This is an optimization exercise on Yosys and OpenROAD, whose aim is small area, a short achievable clock period and few clock cycles per item, not a production implementation. The RTL was checked by simulation tests, not by an equivalence proof against the original design. No activity file was given, so power comes from the tool's default toggle rates.

==> flow/design.v (outline; a module is shown in full before it is edited, if it fits) <==
// module pow5_pipelined_valid: 31 lines
// module pow5_logic: 2270 lines
module pow5_pipelined_valid
#(
  parameter DATA_WIDTH = 8
)
(
  input  logic                      clk_i,
  input  logic                      rst_i,
  input  logic [DATA_WIDTH-1:0]     pow_data_i,
  input  logic                      data_valid_i,
  output logic [(5*DATA_WIDTH)-1:0] pow_data_o,
  output logic                      data_valid_o
);
  // ...
==> flow/run.sh <==
#!/bin/bash
# synth_recipe.tcl (not shown) runs the flow's synth.tcl, then flattens the netlist and writes it again
# the make line also repeats each setting of config.mk as NAME=value (left out here)
make -C /OpenROAD-flow-scripts/flow DESIGN_CONFIG=/design/flow/config.mk WORK_HOME=/design/flow/orfs CLKGATE_MAP_FILE= SYNTH_SCRIPT=/design/flow/synth_recipe.tcl finish
==> flow/config.mk <==
export PLATFORM = sky130hd
export DESIGN_NAME = pow5_pipelined_valid
export DESIGN_NICKNAME = pow5_pipelined_valid
export VERILOG_FILES = /design/flow/design.v
export SDC_FILE = /design/flow/constraint.sdc
export NUM_CORES = 4
export LEC_CHECK = 0
export ABC_AREA = 1
export CAP_MARGIN = 20
export CORE_MARGIN = 2
export CORE_UTILIZATION = 20
export PLACE_DENSITY = 0.3
export SETUP_SLACK_MARGIN = 3.2
export SLEW_MARGIN = 20
==> flow/constraint.sdc <==
create_clock -name core_clock -period 5.5 [get_ports {clk_i}]
set_input_delay 1.1000 -clock core_clock [delete_from_list [all_inputs] [get_ports {clk_i}]]
set_output_delay 1.1000 -clock core_clock [all_outputs]
set_load 0.01 [all_outputs]
==> out/qor.csv, run 1 <==
metric,value,unit
Peak Freq,410,MHz
leading register cell type out of synthesis,dfxtp_1,
clock sink total,54,
Mapped Cells,1442,
largest area contributor in the netlist,nand2_1,
max_cap viols,0,
status,no timing/DRC/antenna violations,
grt ovf,0,
grt met1 use,51.9,%
FILL cells,4289,
dpl cell area,8350,sq um
Die ar.,38000,sq um
Initial Utilization,20.4,%
final hold vios,0,
initial antenna violation count,8,
Met2 Wirelength,32200,um
Syn Area/Cell,5.06,sq um
fraction of area in multi-input gates,62.8,%
Final Critical Period,2440,ps
GRT busiest layer,met2,
#MultiIn Comb,1219,
# IOs,52,
post-synthesis compound-gate area fraction,17.8,%
Biggest Area Class,multi-input gates,
worst slew pin tran,786,ps
die height,195,um
post-synth top area share,25.9,%
CTS tree,built,
Critical Path End,pow_ff[10],
Sw Share,55.1,%
Top reg by flops,pow_ff,
clock skew,14.2,ps
Die X-Extent,195,um
WHS Endpoint,valid_2_ff,
GP Congestion,1.12,
Remaining DRCs,0,
# setup viols final,0,
Testbench counts, summed over its fixed seeds: cycles 16,008, items 16,000.
==> run 2: changes to the inputs <==
--- a/flow/config.mk
+++ b/flow/config.mk
@@ -9,6 +9,6 @@
 export CAP_MARGIN = 20
 export CORE_MARGIN = 2
-export CORE_UTILIZATION = 20
-export PLACE_DENSITY = 0.3
+export CORE_UTILIZATION = 25
+export PLACE_DENSITY = 0.4
 export SETUP_SLACK_MARGIN = 3.2
 export SLEW_MARGIN = 20
==> run 2 against run 1 <==
Highest routed layer unchanged; largest power group unchanged; still clean on timing, DRC and antenna; fmax is 0.22% lower; design area is 2.6% lower; global-route usage rose by 5.6 points; largest cell class unchanged; via count rose by 0.25%.
==> out/qor.csv, run 2 <==
metric,value,unit,change
status,no timing/DRC/antenna violations,,unchanged
Hold WS,364,ps,was 360 ps
Adder-Cell Fraction of Synth Area,0,%,unchanged
Final Critical Period,2450,ps,was 2440 ps
post-synth top area share,25.9,%,unchanged
core area,28700,sq um,was 35700 sq um
most used cell along the critical path,nand2_1,,
sequential area share after synthesis,15.0,%,unchanged
post-synthesis net count,1453,,unchanged
most frequent cells after synthesis,"nand2_1 (503), nand3_1 (275), nor2_1 (146)",,unchanged
YS warnings,2,,unchanged
largest area contributor in the netlist,nand2_1,,unchanged
critical-path cell list,"buf_8, nor2_4, nand2_4, nand3_1, nand2_4, nand2_1, nand2_1, nand2_1, nand3_1, nand2_1, nand2_1, nand2_1",,"was buf_12, nand2_1, nand2_8, nand2_2, a21oi_2, nor2_1, o21ai_0, nand3_1, nand2_1, nor2_1"
leading register cell type out of synthesis,dfxtp_1,,unchanged
area of the multi-input gates,6070,sq um,was 6200 sq um
Synth Area in Simple Gates,57.2,%,unchanged
Final Max Slew Viols,0,,unchanged
Critical Path Start,u_pow5.p3,,was u_pow5.p1
1st-pass router iterations,9,,was 10
Top reg by flops,pow_ff,,unchanged
Final Non-Filler Cells,1896,,was 1979
Remaining DRCs,0,,unchanged
Peak Freq,409,MHz,was 410 MHz
clock skew,9.58,ps,was 14.2 ps
"commonest non-fill, non-tap cell in the layout",nand2_1,,unchanged
Setup WS pre-CTS,2010,ps,was 2340 ps
Synth Area in XOR/XNOR,0.360,%,unchanged
clock root buffer,clkbuf_16,,unchanged
"FF+latch count, synth",54,,unchanged
routed len/inst,40.1,um,was 42.7 um
final hold vios,0,,unchanged
FILL cells,3376,,was 4289
Synth area leaders,"nand2_1 (26%), nand3_1 (19%), dfxtp_1 (14%)",,unchanged
pwr/cell area,208,nW/um^2,was 210 nW/um^2
Critical Path End,pow_ff[27],,was pow_ff[10]
Clock transition at path regs,80,ps,was 90 ps
Die X-Extent,175,um,was 195 um
vias in the first global route,11825,,was 11973
period utilisation layout,44.5,%,was 44.4%
most frequent cell after synthesis,nand2_1,,unchanged
PortBufs,51,,unchanged
Seq. cell area,1110,sq um,unchanged
DP HPWL,54300,um,was 61100 um
clock sink total,54,,unchanged
pin count of the biggest net entering global routing,43,,was 84
CP Class,reg -> reg,,unchanged
CTS tree,built,,unchanged
share of layout cells above drive strength 1,16.9,%,was 18.3%
FF-to-FF End,pow_ff[27],,was pow_ff[10]
Crit-path slowest cell,dfxtp_1,,was dfxtp_4
largest family of logic cells by synthesized area,simple AND/OR/NAND/NOR gates,,unchanged
post-synthesis mux area share,0,%,unchanged
Critical R2R Launch,u_pow5.p3,,was u_pow5.p1
Mapped Cells,1442,,unchanged
Hold Crit Class,reg -> reg,,unchanged
total track usage,48.5,%,was 43.0%
Initial Utilization,25.4,%,was 20.4%
clk buf depth,2,,unchanged
grt ovf,0,,unchanged
Leakage Power,4.67,nW,was 4.62 nW
CP peak stage delay,410,ps,was 420 ps
GP Congestion,1.21,,was 1.12
R2R setup slack,3050,ps,was 3060 ps
die height,175,um,was 195 um
Final nets,1517,,was 1522
post-synthesis compound-gate area fraction,17.8,%,unchanged
Area growth syn-to-layout,32.0,%,was 35.4%
slew margin rel.,46.1,%,was 47.4%
Power Total,0.00200,W,was 0.00207 W
initial antenna violation count,6,,was 8
Netlist cell types,36,,unchanged
clock latency (worst-skew pair),340,ps,was 360 ps
highest net fanout along the worst path,17,,was 15
Core Rows,62,,was 69
Worst setup EP type,flop,,unchanged
"EDFF count, synth",0,,unchanged
Via Count,12996,,was 12963
Via density,6.85,,was 6.55
placed insts,1846,,was 1918
worst slew pin tran,805,ps,was 786 ps
# setup viols final,0,,unchanged
unrepaired setup endpoints after global routing,yes,,unchanged
final worst setup slack,3050,ps,was 3060 ps
"commonest cells after routing, fill and taps aside","nand2_1 (436), nand3_1 (269), nor2_1 (116)",,"was nand2_1 (433), nand3_1 (268), nor2_1 (109)"
reg2reg path depth,12,,was 10
Critical Path Source Type,flop,,unchanged
max_cap viols,0,,unchanged
Max IR drop VDD,115,uV,was 143 uV
Die ar.,30500,sq um,was 38000 sq um
Max H-tree Level,2,,unchanged
remaining antenna violation count,0,,unchanged
Largest register FFs,40,,unchanged
Syn Area/Cell,5.06,sq um,unchanged
Worst EP arrival,2670,ps,was 2700 ps
DR iter-0 viols,2701,,was 2454
share of flip-flops with an asynchronous set or reset,3.70,%,unchanged
Post-Synthesis Cell Area,7290,sq um,unchanged
final wirelength,76100,um,was 84400 um
Final TNS setup,0,ps,unchanged
first-pass GRT wire length,101000,um,was 110000 um
CP required,5730,ps,was 5760 ps
Num CTS Buffers,5,,unchanged
# IOs,52,,unchanged
==> run 2: cell counts after synthesis <==
Identical to the previous run, type by type.
==> run 2: cells by family after synthesis <==
kind of cell,count (synthesis)
buffers and inverters,169
xor gates and xnor gates,3
DFF,54
AOI/OAI and AO/OA,240
and+or+nand+nor,976
==> run 2: metrics by stage <==
step           util (%)  instance area [sq um]
4_1_cts            31.2                   8950
5_1_grt            33.5                   9610
2_1_floorplan         -                   7290
3_5_place_dp       28.8                   8280
3_3_place_gp       28.8                   8280
6_report           33.5                   9620
==> run 2: worst min path at each step <==
stage / startpoint / to / slack, ps / cells past startpoint
floorplan: valid_1_ff / valid_2_ff / 330 / 0
global placement: valid_1_ff / valid_2_ff / 340 / 0
detailed placement: valid_1_ff / valid_2_ff / 350 / 0
CTS: valid_1_ff / valid_2_ff / 370 / 0
global route: valid_1_ff / valid_2_ff / 380 / 0
finish: valid_1_ff / valid_2_ff / 360 / 0
==> run 2: area by class of cell <==
cell class              count  share of cell area (%)
multi-input cells        1219                    63.1
flip-flops and latches     54                    11.5
inverters                  92                    4.11
clock inverters             2                   0.169
well taps                 384                    4.99
repair buffers            134                    14.6
diodes                      5                   0.130
clock buffers               6                    1.44
==> run 2: critical path, delay by kind of cell (launching register included) <==
kind,cells,cell delay (ps)
buffers and inverters,1,260
flip-flops,1,410
AND/OR/NAND/NOR,11,1630
==> run 2: metal layers <==
metal	up-vias	track usage [%]	wire (um)
met5	-	0.641	89
met4	6	39.6	8800
li1	4962	-	-
met1	5936	56.5	26200
met2	1553	65.1	28000
met3	539	25.8	13000
==> run 2: where the power goes <==
| part | switching [W] | total [W] | leakage [nW] | internal, W |
|---|---|---|---|---|
| registers | 0.0000221 | 0.000456 | 0.462 | 0.000433 |
| clock network | 0.000190 | 0.000375 | 0.0735 | 0.000184 |
| logic | 0.000864 | 0.00117 | 4.14 | 0.000303 |
| total | 0.00108 | 0.00200 | 4.67 | 0.000921 |
==> run 2: what timing repair did <==
action | in CTS | in global routing
gates cloned | 1 | 1
pin swaps | 3 | 9
setup endpoints to repair | 44 | 49
buffers inserted | 12 | 23
hold buffers | 0 | 0
resized for setup | 134 | 122

what the ideal ports hide:
The results above use ideal ports. As a check the final layouts listed here were re-extracted and re-timed, cells and wires unchanged.
Step 1 (the two cells are an assumption about what drives the block):
set clk [get_ports {clk_i}]
set_driving_cell -lib_cell sky130_fd_sc_hd__clkbuf_16 $clk
set_driving_cell -lib_cell sky130_fd_sc_hd__buf_2 [delete_from_list [all_inputs] $clk]
Step 2 adds t to the input delays and takes it off the output delays; t is the mean of the earliest and latest rising clock arrival at the registers after step 1. Input paths then give back, and output paths get back, about the clock's delay inside the block.
Slacks: ideal ports / drivers / drivers and shift; pairs: ideal ports / drivers.
run	shift t [ns]	setup WS [ns]	worst setup path at the end	cell pins on the clock port's net
run 1	0.409	3.059 / 3.059 / 3.059	register to register	1
run 2	0.381	3.054 / 3.054 / 3.054	register to register	1
After both steps setup and hold are still met in every run listed.
